Context: an optimization exercise on an open-source flow, tuned for small area, a short achievable clock period and few clock cycles. The choices shown serve that exercise and are no tape-out recipe. At most, simulation tests tie the RTL to the original design; equivalence was not proved. Power and IR drop assume default switching activity.

==> flow/design.v <==
module cpu(clk, reset, read_data, datapath_out, mem_cmd, mem_addr);
  input clk, reset;
  input [15:0] read_data;
  output [15:0] datapath_out;
  output reg [1:0] mem_cmd;   
  output reg [8:0] mem_addr;
  reg [15:0] R [0:7];
  reg [15:0] w1;        
  reg [2:0]  w1b;       
  reg [7:0]  w1a;       
  reg [7:0]  w1o;       
  reg        v1;        
  reg [15:0] ir;
  reg [2:0]  irb;       
  reg        sn, sl, sr, sa;  
  reg        oi, om, oa, on, ov;  
  reg        wd;        
  reg [2:0]  wn;        
  reg        ex;        
  reg        mo;        
  reg        fe;        
  reg        irv;       
  reg [15:0] A, B;
  reg [8:0]  ma;
  reg        mab;       
  reg        inflight;  
  reg        ldwb;      
  reg [2:0]  ld_rd;
  reg        halted;
  reg [8:0]  pc;        
  wire [2:0] opcode = ir[15:13];
  wire [1:0] op     = ir[12:11];
  wire [1:0] sh     = ir[4:3];
  wire is_ldr = opcode == 3'b011;
  wire is_str = opcode == 3'b100;
  wire is_hlt = opcode == 3'b111;
  wire exec   = ex;
  wire memop  = mo;
  wire [15:0] sb = ({16{sn}} & B) | ({16{sl}} & {B[14:0], 1'b0}) |
                   ({16{sr | sa}} & {1'b0, B[15:1]}) | {sa & B[15], 15'b0};
  wire [15:0] sum;
  pfx_add #(16) add16 (.a(A), .b(sb), .s(sum));
  reg [15:0] res;
  wire nl = ~ldwb;
  always_comb
    res = ({16{oi & nl}} & {{8{ir[7]}}, ir[7:0]}) | ({16{om & nl}} & sb) |
          ({16{oa & nl}} & sum) | ({16{on & nl}} & (A & sb)) | ({16{ov & nl}} & ~sb) |
          ({16{ldwb}} & read_data);
  wire       wr   = wd;
  wire [2:0] wnum = wn;
  wire        wx    = exec & wr;
  wire        we    = ldwb | wx;
  wire [2:0]  waddr = ldwb ? ld_rd : wnum;
  wire [15:0] wdata = res;
  always_ff @(posedge clk) begin
    if (we) R[waddr] <= wdata;
  end
  wire adv  = ~irv | exec;    
  wire take = ~v1 | adv;      
  wire fetch = fe;
  assign datapath_out = B;
  always_comb mem_addr = memop ? ma : pc;
  wire [2:0] sela = w1[10:8];
  wire [2:0] selb = w1b;
  wire hitxa = wx & (wnum == sela);
  wire hitxb = wx & (wnum == selb);
  wire hitla = ldwb & (ld_rd == sela);
  wire hitlb = ldwb & (ld_rd == selb);
  wire [7:0] oha = w1a;
  wire [7:0] ohb = w1o;
  reg [15:0] ra, rb;
  integer k;
  always_comb begin
    ra = 16'b0;
    rb = 16'b0;
    for (k = 0; k < 8; k = k + 1) begin
      ra = ra | ({16{oha[k]}} & R[k]);
      rb = rb | ({16{ohb[k]}} & R[k]);
    end
  end
  wire [8:0] ma_r;
  pfx_add #(9) addr_r (.a(ra[8:0]), .b({{4{w1[4]}}, w1[4:0]}), .s(ma_r));
  wire hla = ldwb & (ld_rd == ir[10:8]);
  wire hlb = ldwb & (ld_rd == irb);
  wire [8:0] ma_h;
  pfx_add #(9) addr_h (.a(A[8:0]), .b({{4{ir[4]}}, ir[4:0]}), .s(ma_h));
  always_ff @(posedge clk) begin
    if (adv) begin
      ir  <= w1;
      irb <= w1b;
      sn  <= w1[4:3] == 2'b00;
      sl  <= w1[4:3] == 2'b01;
      sr  <= w1[4:3] == 2'b10;
      sa  <= w1[4:3] == 2'b11;
      oi  <= w1[15:13] == 3'b110 && w1[12:11] == 2'b10;
      om  <= w1[15:13] == 3'b110 && w1[12:11] != 2'b10;
      oa  <= w1[15:13] != 3'b110 && w1[12:11] == 2'b00;
      on  <= w1[15:13] != 3'b110 && w1[12:11] == 2'b10;
      ov  <= w1[15:13] != 3'b110 && w1[11];
      wd  <= (w1[15:13] == 3'b110 && (w1[12:11] == 2'b10 || w1[12:11] == 2'b00)) ||
             (w1[15:13] == 3'b101 && w1[12:11] != 2'b01);
      wn  <= (w1[15:13] == 3'b110 && w1[12:11] == 2'b10) ? w1[10:8] : w1[7:5];
      A   <= (hitxa | hitla) ? res : ra;
      B   <= (hitxb | hitlb) ? res : rb;
      ma  <= ma_r;
      mab <= hitxa | hitla;
    end else begin
      if (hla) A <= read_data;
      if (hlb) B <= read_data;
      if (mab) ma <= ma_h;
      mab <= hla;
    end
    if (take) begin
      w1  <= read_data;
      w1b <= (read_data[14] | read_data[13]) ? read_data[2:0] : read_data[7:5];
      w1a <= 8'b1 << read_data[10:8];
      w1o <= 8'b1 << ((read_data[14] | read_data[13]) ? read_data[2:0] : read_data[7:5]);
    end
    ld_rd <= wnum;
  end
  wire mab_n = adv ? (hitxa | hitla) : hla;
  wire mem_n = adv ? (w1[15:13] == 3'b011 || w1[15:13] == 3'b100) : (is_ldr | is_str);
  wire [15:0] ir_n = adv ? w1 : ir;
  wire [15:0] w1_n = take ? read_data : w1;
  wire irv_n    = adv ? v1 : irv;
  wire v1_n     = take ? inflight : v1;
  wire ldwb_n   = memop & is_ldr;
  wire halted_n = halted | (exec & is_hlt);
  wire ex_n     = irv_n & ~ldwb_n & ~halted_n & ~(mab_n & mem_n);
  wire mo_n     = irv_n & ~ldwb_n & ~halted_n & ~mab_n & mem_n;
  wire wd_n     = adv ? ((w1[15:13] == 3'b110 && (w1[12:11] == 2'b10 || w1[12:11] == 2'b00)) ||
                         (w1[15:13] == 3'b101 && w1[12:11] != 2'b01)) : wd;
  wire [2:0] wn_n = adv ? ((w1[15:13] == 3'b110 && w1[12:11] == 2'b10) ? w1[10:8] : w1[7:5]) : wn;
  wire [8:0] pc_n = fetch ? pc + 9'd1 : pc;
  wire stall_n  = (v1_n & fetch & ex_n & wd_n & (wn_n == w1_n[10:8]) &
                   (w1_n[15:13] == 3'b011 || w1_n[15:13] == 3'b100)) |
                  (v1_n & ldwb_n & (wn == ir_n[10:8]) & (ir_n[15:13] == 3'b011 || ir_n[15:13] == 3'b100));
  wire fe_n     = ~mo_n & ~halted_n & ~stall_n & ~(pc_n[8] & (fetch | v1_n | irv_n));
  always_ff @(posedge clk) begin
    if (reset) begin
      pc       <= 9'd0;
      v1       <= 1'b0;
      irv      <= 1'b0;
      inflight <= 1'b0;
      ldwb     <= 1'b0;
      halted   <= 1'b0;
      ex       <= 1'b0;
      mo       <= 1'b0;
      fe       <= 1'b1;
      mem_cmd  <= 2'b01;
    end else begin
      fe       <= fe_n;
      mem_cmd  <= mo_n ? ((ir_n[15:13] == 3'b100) ? 2'b10 : 2'b01) : (fe_n ? 2'b01 : 2'b00);
      ex <= ex_n;
      mo <= mo_n;
      if (fetch) pc <= pc + 9'd1;
      inflight <= fetch;
      if (take) v1 <= inflight;
      if (adv) irv <= v1;
      ldwb <= memop & is_ldr;
      if (exec & is_hlt) halted <= 1'b1;
    end
  end
endmodule
module pfx_add #(parameter W = 16) (a, b, s);
  input  [W-1:0] a, b;
  output [W-1:0] s;
  parameter L = 4;  
  wire [W-1:0] g [0:L];
  wire [W-1:0] p [0:L];
  assign g[0] = a & b;
  assign p[0] = a ^ b;
  genvar k, i;
  generate
    for (k = 0; k < L; k = k + 1) begin : lvl
      for (i = 0; i < W; i = i + 1) begin : bit_
        if (i >= (1 << k)) begin : c
          assign g[k+1][i] = g[k][i] | (p[k][i] & g[k][i-(1<<k)]);
          assign p[k+1][i] = p[k][i] & p[k][i-(1<<k)];
        end else begin : n
          assign g[k+1][i] = g[k][i];
          assign p[k+1][i] = p[k][i];
        end
      end
    end
  endgenerate
  assign s = p[0] ^ {g[L][W-2:0], 1'b0};
endmodule
clock: 6.0 ns
lec_check: 0
abc_area: 1
cap_margin: 20
core_margin: 2
core_utilization: 40
cts_cluster_diameter: 150
cts_cluster_size: 22
setup_slack_margin: 3.0
slew_margin: 20
run.sh (not shown) runs the stock make flow with config.mk's settings and CLKGATE_MAP_FILE= SYNTH_SCRIPT=/design/flow/synth_recipe.tcl, a recipe that flattens the netlist after the stock synthesis.
Testbench counts at the start, summed over its fixed seeds: cycles 9,929.
Next try:
--- a/flow/design.v
+++ b/flow/design.v
@@ -9,10 +9,8 @@
   reg [2:0]  w1b;       
   reg [7:0]  w1a;       
-  reg [7:0]  w1o;       
   reg        v1;        
   reg [15:0] ir;
   reg [2:0]  irb;       
   reg        sn, sl, sr, sa;  
-  reg        oi, om, oa, on, ov;  
   reg        wd;        
   reg [2:0]  wn;        
@@ -42,9 +40,14 @@
   pfx_add #(16) add16 (.a(A), .b(sb), .s(sum));
   reg [15:0] res;
-  wire nl = ~ldwb;
-  always_comb
-    res = ({16{oi & nl}} & {{8{ir[7]}}, ir[7:0]}) | ({16{om & nl}} & sb) |
-          ({16{oa & nl}} & sum) | ({16{on & nl}} & (A & sb)) | ({16{ov & nl}} & ~sb) |
-          ({16{ldwb}} & read_data);
+  always_comb begin
+    if (opcode == 3'b110)
+      res = (op == 2'b10) ? {{8{ir[7]}}, ir[7:0]} : sb;
+    else
+      case (op)
+        2'b00:   res = sum;
+        2'b10:   res = A & sb;
+        default: res = ~sb;
+      endcase
+  end
   wire       wr   = wd;
   wire [2:0] wnum = wn;
@@ -52,5 +55,5 @@
   wire        we    = ldwb | wx;
   wire [2:0]  waddr = ldwb ? ld_rd : wnum;
-  wire [15:0] wdata = res;
+  wire [15:0] wdata = ldwb ? read_data : res;
   always_ff @(posedge clk) begin
     if (we) R[waddr] <= wdata;
@@ -68,5 +71,5 @@
   wire hitlb = ldwb & (ld_rd == selb);
   wire [7:0] oha = w1a;
-  wire [7:0] ohb = w1o;
+  wire [7:0] ohb = 8'b1 << selb;
   reg [15:0] ra, rb;
   integer k;
@@ -93,14 +96,9 @@
       sr  <= w1[4:3] == 2'b10;
       sa  <= w1[4:3] == 2'b11;
-      oi  <= w1[15:13] == 3'b110 && w1[12:11] == 2'b10;
-      om  <= w1[15:13] == 3'b110 && w1[12:11] != 2'b10;
-      oa  <= w1[15:13] != 3'b110 && w1[12:11] == 2'b00;
-      on  <= w1[15:13] != 3'b110 && w1[12:11] == 2'b10;
-      ov  <= w1[15:13] != 3'b110 && w1[11];
       wd  <= (w1[15:13] == 3'b110 && (w1[12:11] == 2'b10 || w1[12:11] == 2'b00)) ||
              (w1[15:13] == 3'b101 && w1[12:11] != 2'b01);
       wn  <= (w1[15:13] == 3'b110 && w1[12:11] == 2'b10) ? w1[10:8] : w1[7:5];
-      A   <= (hitxa | hitla) ? res : ra;
-      B   <= (hitxb | hitlb) ? res : rb;
+      A   <= hitxa ? res : (hitla ? read_data : ra);
+      B   <= hitxb ? res : (hitlb ? read_data : rb);
       ma  <= ma_r;
       mab <= hitxa | hitla;
@@ -115,5 +113,4 @@
       w1b <= (read_data[14] | read_data[13]) ? read_data[2:0] : read_data[7:5];
       w1a <= 8'b1 << read_data[10:8];
-      w1o <= 8'b1 << ((read_data[14] | read_data[13]) ? read_data[2:0] : read_data[7:5]);
     end
     ld_rd <= wnum;
Result:
- The changed run produced a clean layout
- worst setup slack is better by 0.067 ns
- clock power hardly moves
- maximum frequency increases by 2.3%
- combinational power goes up by about 10%
- utilization came out higher by 0.93 points
- final area went up by 5.1%
- cell count goes up by 9.3%
- global-route usage fell by 0.14 points
- critical path depth is higher by 7
- wire length climbs by 0.83%
- total power climbs by 0.62%
- via count goes up by 8.1%
- die area goes up by 2.9%
Testbench counts after the change, summed over its fixed seeds: cycles 9,929.

* * *

onyx:
Starts from the design.v that is shown in full above.
Settings: LEC_CHECK=0, ABC_AREA=1, CAP_MARGIN=20, CORE_MARGIN=2, CORE_UTILIZATION=40, CTS_CLUSTER_DIAMETER=150, CTS_CLUSTER_SIZE=22, SETUP_SLACK_MARGIN=3.1, SLEW_MARGIN=20; clock period 6.0 ns.
Testbench counts of onyx, summed over its fixed seeds: cycles 9,929.
Relative to onyx, the following input files were edited for garnet:
-- flow/design.v --
<<< onyx, line 9
  reg [2:0]  w1b;       
  reg [7:0]  w1a;       
  reg [7:0]  w1o;       
  reg        v1;        
  reg [15:0] ir;
>>> garnet, line 9
  reg [2:0]  w1b;       
  reg [7:0]  w1a;       
  reg        v1;        
  reg [15:0] ir;
<<< onyx, line 42
  pfx_add #(16) add16 (.a(A), .b(sb), .s(sum));
  reg [15:0] res;
  wire nl = ~ldwb;
  always_comb
    res = ({16{oi & nl}} & {{8{ir[7]}}, ir[7:0]}) | ({16{om & nl}} & sb) |
          ({16{oa & nl}} & sum) | ({16{on & nl}} & (A & sb)) | ({16{ov & nl}} & ~sb) |
          ({16{ldwb}} & read_data);
  wire       wr   = wd;
  wire [2:0] wnum = wn;
>>> garnet, line 41
  pfx_add #(16) add16 (.a(A), .b(sb), .s(sum));
  reg [15:0] res;
  always_comb
    res = ({16{oi}} & {{8{ir[7]}}, ir[7:0]}) | ({16{om}} & sb) | ({16{oa}} & sum) |
          ({16{on}} & (A & sb)) | ({16{ov}} & ~sb);
  wire       wr   = wd;
  wire [2:0] wnum = wn;
<<< onyx, line 52
  wire        we    = ldwb | wx;
  wire [2:0]  waddr = ldwb ? ld_rd : wnum;
  wire [15:0] wdata = res;
  always_ff @(posedge clk) begin
    if (we) R[waddr] <= wdata;
>>> garnet, line 49
  wire        we    = ldwb | wx;
  wire [2:0]  waddr = ldwb ? ld_rd : wnum;
  wire [15:0] wdata = ldwb ? read_data : res;
  always_ff @(posedge clk) begin
    if (we) R[waddr] <= wdata;
<<< onyx, line 68
  wire hitlb = ldwb & (ld_rd == selb);
  wire [7:0] oha = w1a;
  wire [7:0] ohb = w1o;
  reg [15:0] ra, rb;
  integer k;
>>> garnet, line 65
  wire hitlb = ldwb & (ld_rd == selb);
  wire [7:0] oha = w1a;
  wire [7:0] ohb = 8'b1 << selb;
  reg [15:0] ra, rb;
  integer k;
<<< onyx, line 101
             (w1[15:13] == 3'b101 && w1[12:11] != 2'b01);
      wn  <= (w1[15:13] == 3'b110 && w1[12:11] == 2'b10) ? w1[10:8] : w1[7:5];
      A   <= (hitxa | hitla) ? res : ra;
      B   <= (hitxb | hitlb) ? res : rb;
      ma  <= ma_r;
      mab <= hitxa | hitla;
>>> garnet, line 98
             (w1[15:13] == 3'b101 && w1[12:11] != 2'b01);
      wn  <= (w1[15:13] == 3'b110 && w1[12:11] == 2'b10) ? w1[10:8] : w1[7:5];
      A   <= hitxa ? res : (hitla ? read_data : ra);
      B   <= hitxb ? res : (hitlb ? read_data : rb);
      ma  <= ma_r;
      mab <= hitxa | hitla;
<<< onyx, line 115
      w1b <= (read_data[14] | read_data[13]) ? read_data[2:0] : read_data[7:5];
      w1a <= 8'b1 << read_data[10:8];
      w1o <= 8'b1 << ((read_data[14] | read_data[13]) ? read_data[2:0] : read_data[7:5]);
    end
    ld_rd <= wnum;
>>> garnet, line 112
      w1b <= (read_data[14] | read_data[13]) ? read_data[2:0] : read_data[7:5];
      w1a <= 8'b1 << read_data[10:8];
    end
    ld_rd <= wnum;
[summary]
- The higher combinational share of power of onyx and garnet is in garnet.
- The total clock sinks in garnet was lower than what onyx gave.
- Vias: garnet more than onyx
- Count of H-tree levels built during CTS: onyx vs garnet, no meaningful difference
- Adder-cell share of the synthesized area down 0.22 points in garnet wrt onyx
- As far as DRC violation count after routing goes, garnet and onyx are indistinguishable; the numbers are identical.
- On starting density of the core, garnet tracks onyx almost exactly.
- Diff onyx and garnet: worst-case setup margin in the final layout higher in onyx
- Diff onyx -> garnet | largest driver fanout on the critical path | increase of 1
- | number of clock buffers in the layout | garnet vs onyx | 5 lower |
- Looking at onyx and garnet, the top achievable clock speed is a wash.
For garnet, only the layout was checked, not whether the RTL still works.

* * *

// cpu: RTL as listed in full above, without the edits since
clock: 6.0 ns
lec_check: 0
abc_area: 1
cap_margin: 20
core_margin: 2
core_utilization: 40
cts_cluster_diameter: 150
cts_cluster_size: 22
setup_slack_margin: 3.3
slew_margin: 20
Testbench counts at the start, summed over its fixed seeds: cycles 9,929.
Then changed:
--- a/flow/design.v
+++ b/flow/design.v
@@ -8,7 +8,6 @@
   reg [15:0] w1;        
   reg [2:0]  w1b;       
   reg [7:0]  w1a;       
-  reg [7:0]  w1o;       
   reg        v1;        
   reg [15:0] ir;
   reg [2:0]  irb;       
@@ -41,17 +40,15 @@
   wire [15:0] sum;
   pfx_add #(16) add16 (.a(A), .b(sb), .s(sum));
   reg [15:0] res;
-  wire nl = ~ldwb;
   always_comb
-    res = ({16{oi & nl}} & {{8{ir[7]}}, ir[7:0]}) | ({16{om & nl}} & sb) |
-          ({16{oa & nl}} & sum) | ({16{on & nl}} & (A & sb)) | ({16{ov & nl}} & ~sb) |
-          ({16{ldwb}} & read_data);
+    res = ({16{oi}} & {{8{ir[7]}}, ir[7:0]}) | ({16{om}} & sb) | ({16{oa}} & sum) |
+          ({16{on}} & (A & sb)) | ({16{ov}} & ~sb);
   wire       wr   = wd;
   wire [2:0] wnum = wn;
   wire        wx    = exec & wr;
   wire        we    = ldwb | wx;
   wire [2:0]  waddr = ldwb ? ld_rd : wnum;
-  wire [15:0] wdata = res;
+  wire [15:0] wdata = ldwb ? read_data : res;
   always_ff @(posedge clk) begin
     if (we) R[waddr] <= wdata;
   end
@@ -67,7 +64,7 @@
   wire hitla = ldwb & (ld_rd == sela);
   wire hitlb = ldwb & (ld_rd == selb);
   wire [7:0] oha = w1a;
-  wire [7:0] ohb = w1o;
+  wire [7:0] ohb = 8'b1 << selb;
   reg [15:0] ra, rb;
   integer k;
   always_comb begin
@@ -100,8 +97,8 @@
       wd  <= (w1[15:13] == 3'b110 && (w1[12:11] == 2'b10 || w1[12:11] == 2'b00)) ||
              (w1[15:13] == 3'b101 && w1[12:11] != 2'b01);
       wn  <= (w1[15:13] == 3'b110 && w1[12:11] == 2'b10) ? w1[10:8] : w1[7:5];
-      A   <= (hitxa | hitla) ? res : ra;
-      B   <= (hitxb | hitlb) ? res : rb;
+      A   <= hitxa ? res : (hitla ? read_data : ra);
+      B   <= hitxb ? res : (hitlb ? read_data : rb);
       ma  <= ma_r;
       mab <= hitxa | hitla;
     end else begin
@@ -114,7 +111,6 @@
       w1  <= read_data;
       w1b <= (read_data[14] | read_data[13]) ? read_data[2:0] : read_data[7:5];
       w1a <= 8'b1 << read_data[10:8];
-      w1o <= 8'b1 << ((read_data[14] | read_data[13]) ? read_data[2:0] : read_data[7:5]);
     end
     ld_rd <= wnum;
   end
Global-route usage rose by 0.46 points.
Setup slack is worse by 170 ps.
Fmax fell by 5.9%.
Total power fell by 0.35%.
Synthesized cell count rose by 13%.
Sequential power fell by about 5%.
First-iteration DRC count rose by 28%.
Only the layout flow was run in the second run of this note; the RTL was not checked for function there.

[afterwards: timing with drivers on the ports]
The results above use ideal ports. As a check the final layouts listed here were re-extracted and re-timed, cells and wires unchanged. Step 1: set_driving_cell puts a clkbuf_16 on clk and a buf_2 on each other input, an assumption about the parent block. Step 2 adds t to the input delays and takes it off the output delays; t is the mean of the earliest and latest rising clock arrival at the registers after step 1. Input paths then give back, and output paths get back, about the clock's delay inside the block. Three values: ideal, step 1, step 2; two values: the first two.
run	shift t [ns]	setup WS [ns]	hold WS [ns]
the first run of note 1	0.552	3.041 / 3.040 / 2.700	0.463 / 0.463 / 0.463
the second run of note 1	0.532	3.108 / 3.077 / 2.901	0.469 / 0.469 / 0.469
onyx	0.554	3.147 / 3.133 / 2.760	0.467 / 0.467 / 0.467
garnet	0.547	3.140 / 3.087 / 2.930	0.430 / 0.430 / 0.430
the first run of note 3	0.556	3.298 / 3.298 / 2.834	0.460 / 0.460 / 0.460
the second run of note 3	0.559	3.130 / 3.130 / 2.990	0.392 / 0.392 / 0.392
After both steps every run listed still meets setup and hold. The setup slack of the first run of note 3, which loses most, moves by 0.000 ns with the drivers and by -0.464 ns with both steps.
